This design comes from an exercise in tuning for small area and a short achievable clock period on the open sky130 flow, not from production work.
Where RTL was checked, it was by simulation tests only, not by an equivalence proof against the original.

## T
## fpu_top
module fpu_top(
    input         clk,
    input         rst,
    input  [31:0] a,
    input  [31:0] b,
    input  [2:0]  consig,
    output [31:0] out,
    output [2:0]  cmp_out
);
For scale: ~2400 cells after synthesis, ~100 I/O pins, about 0.024 mm2 of cells after synthesis.
==> module fpu_top, before the edit <==
module fpu_top(
    input         clk,
    input         rst,
    input  [31:0] a,
    input  [31:0] b,
    input  [2:0]  consig,
    output [31:0] out,
    output [2:0]  cmp_out
);
    reg         sa, sb;      
    reg  [7:0]  ea, eb;      
    reg  [22:0] ma, mb;      
    reg         eq;          
    reg         gt;          
    reg         lsel;        
    reg         cz;          
    wire [2:0]  p = {sa, sb, gt};
    wire        psel_a = (p == 3'b001) | (p == 3'b111) | (p == 3'b010);
    wire        pclr   = (p == 3'b011) | (p == 3'b100);
    always @(posedge clk or posedge rst) begin
        if (rst) begin
            sa <= 1'b0; sb <= 1'b0; eq <= 1'b0; gt <= 1'b0;
            ea <= 8'd0; eb <= 8'd0; ma <= 23'd0; mb <= 23'd0;
            lsel <= 1'b0; cz <= 1'b0;
        end else begin
            sa <= a[31];
            sb <= b[31];
            eq <= a[30:0] == b[30:0];
            gt <= a[30:0] > b[30:0];
            ea <= a[30:23];
            eb <= b[30:23];
            ma <= a[22:0];
            mb <= b[22:0];
            lsel <= psel_a;
            cz <= pclr;
        end
    end
    wire        aclr = (p == 3'b011) | (p == 3'b101);
    wire        swap = (p == 3'b000) | (p == 3'b100) | (p == 3'b110);
    wire [8:0]  sx = cz ? 9'd0 : (lsel ? {sa, ea} : {sb, eb});
    wire [7:0]  diff = lsel ? (ea - eb) : (eb - ea);
    wire [22:0] c = (cz | aclr) ? 23'd0 : (lsel ? ma : mb);
    wire [22:0] dsrc = lsel ? mb : ma;
    wire [22:0] d = (cz | aclr | (diff >= 8'd23)) ? 23'd0 : (dsrc >> diff[4:0]);
    wire        x = consig[0];
    wire [22:0] t = c + (x ? ~d : d) + {22'd0, x & ~swap};
    wire [22:0] fsum = (x & swap) ? ~t : t;
    reg  [22:0] snext;       
    reg  [22:0] afrac;       
    wire [47:0] prod;
    mant_mul mm (.ma(ma), .mb(mb), .p(prod));
    wire [8:0]  esum = {1'b0, ea} + {1'b0, eb};
    wire        in_zero = (ea == 8'd0) | (eb == 8'd0);
    wire        ez_n = in_zero | (esum < 9'd127);           
    wire        eo_n = ~ez_n & (esum >= 9'd382);            
    reg         ms;          
    reg  [24:0] mp;          
    reg  [7:0]  me;          
    reg         mk;          
    reg         mi;          
    wire        hn = prod[47];
    wire        zero0 = ez_n | (esum == 9'd127);                
    wire        inf0  = ~zero0 & eo_n;
    wire        zero1 = ez_n;                                   
    wire        inf1  = ~zero1 & (eo_n | (esum == 9'd381));
    wire        k0 = zero0 | inf0, k1 = zero1 | inf1;
    always @(posedge clk or posedge rst) begin
        if (rst) begin
            snext <= 23'd0;
            afrac <= 23'd0;
            ms <= 1'b0; mp <= 25'd0; me <= 8'd0; mk <= 1'b0; mi <= 1'b0;
        end else begin
            snext <= fsum;
            afrac <= snext;
            ms  <= sa ^ sb;
            mp  <= prod[47:23];
            me  <= esum[7:0] + 8'd129;
            mk  <= hn ? k1 : k0;
            mi  <= hn ? inf1 : inf0;
        end
    end
    wire        h = mp[24];
    wire [7:0]  mexp  = me + {7'd0, h};
    wire [22:0] mfrac = h ? mp[23:1] : mp[22:0];
    wire [31:0] mres  = {ms, {8{mi}} | ({8{~mk}} & mexp), {23{~mk}} & mfrac};
    assign cmp_out = (consig == 3'b000) ? {sa, sb, eq} : 3'b000;
    assign out = (consig == 3'b001 || consig == 3'b010) ? {sx, afrac} :
                 (consig == 3'b011) ? mres : 32'd0;
endmodule
export LEC_CHECK = 0
export CAP_MARGIN = 20
export CORE_MARGIN = 2
export CORE_UTILIZATION = 65
export CTS_BUF_LIST = sky130_fd_sc_hd__clkbuf_4 sky130_fd_sc_hd__clkbuf_8
export SLEW_MARGIN = 20
create_clock -name core_clock -period 14.0 [get_ports {clk}]
standard.sh (not shown) runs the stock make flow with config.mk's settings and CLKGATE_MAP_FILE= SYNTH_SCRIPT=/design/flow/synth_recipe.tcl, a recipe that flattens the netlist after the stock synthesis.
==> flow/flow/run.sh <==
#!/bin/bash
# Standard synthesis, then a netlist pass that removes the inverters Yosys
# leaves around full adders, then the standard layout with a tighter
# timing-repair target and the smallest buffer on the ports.
set -euo pipefail
R=orfs/results/sky130hd/fpu_top/base
MARGIN=$(cat flow/margin.txt)
bash standard.sh synth > log_synth.txt 2>&1
python3 flow/fixinv.py $R/1_2_yosys.v $R/1_2_yosys_fixinv.v > log_fixinv.txt 2>&1
cp $R/1_2_yosys.v $R/1_2_yosys_orig.v
cp $R/1_2_yosys_fixinv.v $R/1_2_yosys.v
rm -f $R/1_synth.odb $R/1_synth.sdc
bash standard.sh SETUP_SLACK_MARGIN=$MARGIN "BUFFER_PORTS_ARGS=-buffer_cell sky130_fd_sc_hd__buf_1" finish > log_layout.txt 2>&1
Other scripts of this flow, unchanged in this note and not shown: flow/flow/fixinv.py, flow/flow/margin.txt
Input changes introduced in S (baseline for comparison: T):
--- a/flow/design.v
+++ b/flow/design.v
@@ -57,33 +57,34 @@
     reg         ms;          
     reg  [24:0] mp;          
     reg  [7:0]  me;          
-    reg         mk;          
-    reg         mi;          
-    wire        hn = prod[47];
-    wire        zero0 = ez_n | (esum == 9'd127);                
-    wire        inf0  = ~zero0 & eo_n;
-    wire        zero1 = ez_n;                                   
-    wire        inf1  = ~zero1 & (eo_n | (esum == 9'd381));
-    wire        k0 = zero0 | inf0, k1 = zero1 | inf1;
+    reg         mz, mo;      
+    reg         mz0, mo1;    
     always @(posedge clk or posedge rst) begin
         if (rst) begin
             snext <= 23'd0;
             afrac <= 23'd0;
-            ms <= 1'b0; mp <= 25'd0; me <= 8'd0; mk <= 1'b0; mi <= 1'b0;
+            ms <= 1'b0; mp <= 25'd0; me <= 8'd0;
+            mz <= 1'b0; mo <= 1'b0; mz0 <= 1'b0; mo1 <= 1'b0;
         end else begin
             snext <= fsum;
             afrac <= snext;
             ms  <= sa ^ sb;
             mp  <= prod[47:23];
             me  <= esum[7:0] + 8'd129;
-            mk  <= hn ? k1 : k0;
-            mi  <= hn ? inf1 : inf0;
+            mz  <= ez_n;
+            mo  <= eo_n;
+            mz0 <= ~ez_n & (esum == 9'd127);
+            mo1 <= ~ez_n & (esum == 9'd381);
         end
     end
     wire        h = mp[24];
+    wire        mzero = mz | (mz0 & ~h);
+    wire        minf  = ~mzero & (mo | (mo1 & h));
     wire [7:0]  mexp  = me + {7'd0, h};
     wire [22:0] mfrac = h ? mp[23:1] : mp[22:0];
-    wire [31:0] mres  = {ms, {8{mi}} | ({8{~mk}} & mexp), {23{~mk}} & mfrac};
+    wire [31:0] mres  = mzero ? {ms, 31'd0} :
+                        minf  ? {ms, 8'hff, 23'd0} :
+                                {ms, mexp, mfrac};
     assign cmp_out = (consig == 3'b000) ? {sa, sb, eq} : 3'b000;
     assign out = (consig == 3'b001 || consig == 3'b010) ? {sx, afrac} :
                  (consig == 3'b011) ? mres : 32'd0;
### Flow results
- All of T and S finish clean.
- Relative area change from synthesis to final layout across T and S: no real change.
- Comparing T with S, the design area came out essentially unchanged.
- Summary — buffer share of cell area, S relative to T: lower, by 0.28 points.
- A slowest cell on the critical path of sky130_fd_sc_hd__or3_4 is what T shows, while sky130_fd_sc_hd__nor4bb_4 belongs to S.
- Per the comparison of S with T, worst max-slew margin expressed relative to the limit decreased by 5.3 points relative to the old numbers; TritonCTS sink count now larger.
- As far as effective utilization at floorplan is concerned, T and S perform about the same.
- Compared with T, routed wire length in S decreased slightly.
Function not checked in T: the RTL went through the layout flow alone.

what the ideal ports hide:
No port has a modelled driver above. Below, the same layouts with a new extraction and two added sets of constraints.
Step 1, drivers: a clkbuf_16 drives clk and a buf_2 each remaining input, both assumed.
Step 2 adds t to the input delays and takes it off the output delays; t is the mean of the earliest and latest rising clock arrival at the registers after step 1. Input paths then give back, and output paths get back, about the clock's delay inside the block.
Three values: no drivers, after step 1, after step 2; two values: the first two.
run | t, ns | setup WS [ns] | worst hold slack (ns) | worst setup path after step 2 | worst slew at a driven data input, ns
T | 0.566 | 7.030 / 7.005 / 7.005 | 0.336 / 0.336 / 0.336 | input to output | 0.03
S | 0.524 | 7.019 / 6.970 / 6.970 | 0.339 / 0.339 / 0.339 | input to output | 0.10
After both steps setup and hold are still met in every run listed. The setup slack of S, which loses most, moves by -0.049 ns with the drivers and by -0.049 ns with both steps.
